From an optimization exercise on the open Yosys and OpenROAD flow, aimed at small area, a short achievable clock period and few clock cycles; shortcuts taken in it are not production practice. The RTL was checked by simulation tests, not by an equivalence proof against the original design. Power is estimated from default activity; no workload was simulated.

## JK
==> flow/design.v <==
`timescale 1ns/1ps
module riscv_cpu (
    input  wire        clk,
    input  wire        rst_n,
    output wire [31:0] imem_addr,
    input  wire [31:0] imem_rdata,
    output wire [31:0] dmem_addr,
    output wire [31:0] dmem_wdata,
    output wire [1:0]  dmem_size,
    output wire        dmem_we,
    input  wire [31:0] dmem_rdata
);
    reg  [31:2] pc_q;             
    wire [31:0] pc = {pc_q, 2'b00};
    reg         x_valid;
    reg  [31:0] x_a, x_b;         
    reg  [31:0] x_bi;             
    reg  [31:0] x_alt;            
    reg  [4:0]  x_rd;
    reg         x_wen;            
    reg         x_sub;            
    reg         x_sra;            
    reg         x_sl;             
    reg         x_r_add, x_r_slt, x_r_xor, x_r_or, x_r_and, x_r_sh, x_r_alt;
    reg  [2:0]  x_f3;             
    reg         x_load, x_store, x_br, x_jalr;
    reg         x_blt, x_bsg, x_binv;
    reg         m_valid;
    reg  [31:0] m_res;
    reg  [31:0] m_sdata;
    reg  [4:0]  m_rd;
    reg         m_wen;
    reg         m_load, m_store;
    reg  [2:0]  m_f3;
    reg         m_res_sel, m_lbh, m_lh, m_lw, m_lbs, m_lhs;
    wire [32*32-1:0] rf_q;
    assign rf_q[31:0] = 32'b0;
    wire        s7  = dmem_rdata[7];
    wire        s15 = dmem_rdata[15];
    wire [31:0] wb_data;
    assign wb_data[7:0]   = ({8{m_lbh}}  & dmem_rdata[7:0])   | ({8{m_res_sel}} & m_res[7:0]);
    assign wb_data[15:8]  = ({8{m_lh}}   & dmem_rdata[15:8])  | ({8{m_lbs}} & {8{s7}}) |
                            ({8{m_res_sel}} & m_res[15:8]);
    assign wb_data[31:16] = ({16{m_lw}}  & dmem_rdata[31:16]) | ({16{m_lbs}} & {16{s7}}) |
                            ({16{m_lhs}} & {16{s15}}) | ({16{m_res_sel}} & m_res[31:16]);
    assign imem_addr  = pc;
    assign dmem_addr  = m_res;
    assign dmem_wdata = m_sdata;
    assign dmem_size  = m_f3[1:0];
    assign dmem_we    = m_valid & m_store;
    genvar gi;
    generate
        for (gi = 1; gi < 32; gi = gi + 1) begin : g_rf
            reg [31:0] r;
            always @(posedge clk)
                if (m_wen && m_rd == gi) r <= wb_data;
            assign rf_q[gi*32 +: 32] = r;
        end
    endgenerate
    wire [31:0] a  = x_a;
    wire [31:0] b  = x_b;
    wire [31:0] bi = x_bi;
    wire [31:0] sum = a + (bi ^ {32{x_sub}}) + {31'b0, x_sub};
    wire        eq  = (a == bi);
    wire        lt  = $signed({x_bsg & a[31], a}) < $signed({x_bsg & bi[31], bi});
    wire        taken = (x_blt ? lt : eq) ^ x_binv;
    wire [4:0]  shamt = bi[4:0];
    reg  [31:0] a_rev, sh_rev;
    integer j;
    always @(*) for (j = 0; j < 32; j = j + 1) a_rev[j] = a[31 - j];
    wire [31:0] sh_in = x_sl ? a_rev : a;
    wire signed [32:0] sh_ext = {x_sra & a[31], sh_in};
    wire [31:0] sh_out = sh_ext >>> shamt;
    always @(*) for (j = 0; j < 32; j = j + 1) sh_rev[j] = sh_out[31 - j];
    wire [31:0] sh_res = x_sl ? sh_rev : sh_out;
    wire [31:0] x_res = ({32{x_r_add}} & sum[31:0]) |
                        ({32{x_r_slt}} & {31'b0, lt}) |
                        ({32{x_r_xor}} & (a ^ bi)) |
                        ({32{x_r_or}}  & (a | bi)) |
                        ({32{x_r_and}} & (a & bi)) |
                        ({32{x_r_sh}}  & sh_res) |
                        ({32{x_r_alt}} & x_alt);
    wire        redirect    = x_valid & ((x_br & taken) | x_jalr);
    wire [31:0] redirect_pc = x_jalr ? {sum[31:2], 2'b0} : x_alt;
    always @(posedge clk or negedge rst_n) begin
        if (!rst_n) begin
            m_valid <= 1'b0;
            m_wen   <= 1'b0;
            m_load  <= 1'b0;
            m_store <= 1'b0;
        end else begin
            m_valid <= x_valid;
            m_wen   <= x_valid & x_wen;
            m_load  <= x_valid & x_load;
            m_store <= x_valid & x_store;
        end
    end
    always @(posedge clk) begin
        m_res   <= x_res;
        m_sdata <= b;
        m_rd    <= x_rd;
        m_f3    <= x_f3;
        m_res_sel <= ~x_load;
        m_lbh     <= x_load;                                    
        m_lh      <= x_load & (x_f3[1:0] != 2'b00);             
        m_lw      <= x_load & x_f3[1];                          
        m_lbs     <= x_load & (x_f3 == 3'b000);                 
        m_lhs     <= x_load & (x_f3 == 3'b001);                 
    end
    wire [31:0] ins = imem_rdata;
    wire [4:0]  opc = ins[6:2];
    wire [4:0]  rs1 = ins[19:15];
    wire [4:0]  rs2 = ins[24:20];
    wire [4:0]  rd  = ins[11:7];
    wire [2:0]  f3  = ins[14:12];
    wire op_lui   = (opc == 5'b01101);
    wire op_auipc = (opc == 5'b00101);
    wire op_jal   = (opc == 5'b11011);
    wire op_jalr  = (opc == 5'b11001);
    wire op_br    = (opc == 5'b11000);
    wire op_load  = (opc == 5'b00000);
    wire op_store = (opc == 5'b01000);
    wire op_imm   = (opc == 5'b00100);
    wire op_reg   = (opc == 5'b01100);
    wire op_alu   = op_imm | op_reg;
    wire use_rs1 = op_jalr | op_br | op_load | op_store | op_alu;
    wire use_rs2 = op_br | op_store | op_reg;
    wire wr_rd   = (op_lui | op_auipc | op_jal | op_jalr | op_load | op_alu) & (rd != 5'd0);
    wire        sg = ins[31];
    wire [20:0] immb = {{9{sg}}, ins[7], ins[30:25], ins[11:8], 1'b0};
    wire [20:0] immj = {sg, ins[19:12], ins[20], ins[30:21], 1'b0};
    wire [21:0] tb_lo  = {1'b0, pc[20:0]} + {1'b0, immb};
    wire [21:0] tj_lo  = {1'b0, pc[20:0]} + {1'b0, immj};
    wire [10:0] pc_hi  = pc[31:21];
    wire [10:0] pc_inc, pc_dec;
    incdec u_incdec (.x(pc_hi), .inc(pc_inc), .dec(pc_dec));
    wire [10:0] tb_hi  = (tb_lo[21] == sg) ? pc_hi : tb_lo[21] ? pc_inc : pc_dec;
    wire [10:0] tj_hi  = (tj_lo[21] == sg) ? pc_hi : tj_lo[21] ? pc_inc : pc_dec;
    wire [31:0] tgt_b  = {tb_hi, tb_lo[20:0]};
    wire [31:0] tgt_j  = {tj_hi, tj_lo[20:0]};
    wire [31:0] pc4    = pc + 32'd4;
    wire pred = op_jal | (op_br & ins[31]);
    wire [31:0] sel1, sel2;
    genvar gs;
    generate
        for (gs = 0; gs < 32; gs = gs + 1) begin : g_sel
            assign sel1[gs] = (rs1 == gs);
            assign sel2[gs] = (rs2 == gs);
        end
    endgenerate
    reg  [31:0] rf1, rf2;
    integer i;
    always @(*) begin
        rf1 = 32'b0;
        rf2 = 32'b0;
        for (i = 1; i < 32; i = i + 1) begin
            rf1 = rf1 | ({32{sel1[i]}} & rf_q[i*32 +: 32]);
            rf2 = rf2 | ({32{sel2[i]}} & rf_q[i*32 +: 32]);
        end
    end
    wire        upper = op_lui | op_auipc;
    wire        fx1 = x_valid && x_wen && x_rd == rs1 && !upper;
    wire [31:0] ra0 = upper ? (op_lui ? 32'b0 : pc) :
                      (m_wen && m_rd == rs1) ? wb_data : rf1;
    wire [31:0] ra  = fx1 ? x_res : ra0;
    wire        fx2 = x_valid && x_wen && x_rd == rs2;
    wire [31:0] rb0 = (m_wen && m_rd == rs2) ? wb_data : rf2;
    wire [31:0] rb  = fx2 ? x_res : rb0;
    wire        use_imm = ~(op_reg | op_br);
    wire [31:0] imm_x   = upper    ? {ins[31:12], 12'b0} :
                          op_store ? {{20{ins[31]}}, ins[31:25], ins[11:7]} :
                                     {{20{ins[31]}}, ins[31:20]};
    wire [31:0] rbi = (fx2 & ~use_imm) ? x_res : use_imm ? imm_x : rb0;
    wire stall = x_valid & x_load & x_wen &
                 ((use_rs1 & (rs1 == x_rd)) | (use_rs2 & (rs2 == x_rd)));
    always @(posedge clk or negedge rst_n) begin
        if (!rst_n) begin
            pc_q    <= 30'b0;
            x_valid <= 1'b0;
        end else begin
            if (redirect)
                pc_q <= redirect_pc[31:2];
            else if (!stall)
                pc_q <= op_jal ? tgt_j[31:2] : (op_br & sg) ? tgt_b[31:2] : pc4[31:2];
            x_valid <= ~redirect & ~stall;
        end
    end
    always @(posedge clk) begin
        x_a       <= ra;
        x_b       <= rb;
        x_bi      <= rbi;
        x_alt     <= (op_br & ~ins[31]) ? {tgt_b[31:2], 2'b00} : pc4;
        x_rd      <= rd;
        x_wen     <= wr_rd;
        x_sub     <= op_reg & ins[30] & (f3 == 3'b000);
        x_sra     <= ins[30];
        x_sl      <= ~f3[2];
        x_r_add   <= (op_alu & (f3 == 3'b000)) | op_load | op_store | upper;
        x_r_slt   <= op_alu & (f3 == 3'b010 || f3 == 3'b011);
        x_r_xor   <= op_alu & (f3 == 3'b100);
        x_r_or    <= op_alu & (f3 == 3'b110);
        x_r_and   <= op_alu & (f3 == 3'b111);
        x_r_sh    <= op_alu & (f3 == 3'b001 || f3 == 3'b101);
        x_r_alt   <= op_jal | op_jalr;
        x_f3      <= f3;
        x_load    <= op_load;
        x_store   <= op_store & ~f3[2] & ~(f3[1] & f3[0]);
        x_br      <= op_br;
        x_jalr    <= op_jalr;
        x_blt     <= f3[2];
        x_bsg     <= op_br ? ~f3[1] : ~f3[0];
        x_binv    <= f3[0] ^ ins[31];    
    end
endmodule
module incdec (
    input  wire [10:0] x,
    output wire [10:0] inc,
    output wire [10:0] dec
);
    assign inc = x + 1'b1;
    assign dec = x - 1'b1;
endmodule
clock: 9.0 ns
lec_check: 0
cap_margin: 20
core_margin: 2
core_utilization: 40
cts_buf_list: sky130_fd_sc_hd__clkbuf_4 sky130_fd_sc_hd__clkbuf_8
place_density: 0.6
setup_slack_margin: 4.3
slew_margin: 20
synth_hierarchical: 1
run.sh (not shown) runs the stock make flow with config.mk's settings and CLKGATE_MAP_FILE= SYNTH_SCRIPT=/design/flow/synth_recipe.tcl, a recipe that flattens the netlist after the stock synthesis.
Testbench counts of JK, summed over its fixed seeds: cycles 49,879.
[inputs] MS vs JK
Settings: CTS_BUF_LIST: sky130_fd_sc_hd__clkbuf_4 sky130_fd_sc_hd__clkbuf_8 -> unset; CTS_CLUSTER_SIZE: unset -> 30; CTS_CLUSTER_DIAMETER: unset -> 75.
==> flow/flow/run.sh (new file) <==
#!/bin/bash
set -euo pipefail
bash standard.sh BUFFER_PORTS_ARGS="-buffer_cell sky130_fd_sc_hd__buf_4" finish > flow_make.log 2>&1
==> flow/standard.sh (new file) <==
#!/bin/bash
# synth_recipe.tcl (not shown) runs the flow's synth.tcl, then flattens the netlist and writes it again
# the make line also repeats each setting of config.mk as NAME=value (left out here)
make -C /OpenROAD-flow-scripts/flow DESIGN_CONFIG=/design/flow/config.mk WORK_HOME=/design/flow/orfs CLKGATE_MAP_FILE= SYNTH_SCRIPT=/design/flow/synth_recipe.tcl "${@:-finish}"
removed: flow/run.sh
### Flow results
On clock tree skew after final layout, JK and MS are basically level. MS ended with every stage complete and zero timing, DRC or antenna violations. Compared with JK, MS shows a lower clock latency at the later pin of the worst-skew pair. Endpoint of the worst setup timing path = x_a[29]$_DFF_P_: JK; endpoint of the worst setup timing path = x_b[1]$_DFF_P_: MS. Taking JK as 1.0, MS lands at 0.926 on power. Buffer depth of the longest clock path: JK vs MS identical.
> inputs changed (MS -> AL)
Settings: CTS_CLUSTER_DIAMETER changed from 75 to 70; SETUP_SLACK_MARGIN changed from 4.3 to 4.6.
### Flow results
- AL reached the final stage; the timing, DRC and antenna checks on its layout passed.
- Diff MS and AL: logic depth of the worst path, buffers included lower in MS
- Going from MS to AL, post-layout instance area grew slightly.
- AL vs. MS: number of buffers added by the clock tree synthesis step went up by 7.
- Final wirelength in AL vs MS: up about 2.2%
- AL vs MS, clock network fraction of design power went up by 1.9 points.

re-timing with driven ports:
No port has a modelled driver above. Below, the same layouts with a new extraction and two added sets of constraints.
Step 1 sets driving cells, clkbuf_16 on the clock port and buf_2 on the other inputs (assumed; they add their load-dependent delay and slew).
Step 2 times the ports against the registers' clock, not the clock port: input delays grow and output delays shrink by t, the midpoint of the rising clock arrivals with the driver on.
Slacks: no drivers / after step 1 / after step 2; pairs: no drivers / after step 1.
| run | shift t [ns] | slack for setup (ns) | hold WS [ns] | latest minus earliest clock arrival (ns) |
|---|---|---|---|---|
| JK | 1.077 | 4.104 / 4.169 / 3.093 | 0.325 / 0.325 / 0.325 | 0.077 / 0.077 |
| MS | 0.855 | 4.124 / 4.166 / 3.344 | 0.330 / 0.330 / 0.330 | 0.077 / 0.077 |
| AL | 0.871 | 4.320 / 4.397 / 3.527 | 0.324 / 0.324 / 0.324 | 0.121 / 0.121 |
After both steps every run listed still meets setup and hold. For JK, which loses most, drivers alone change the setup slack by +0.065 ns; drivers and shift together by -1.011 ns.
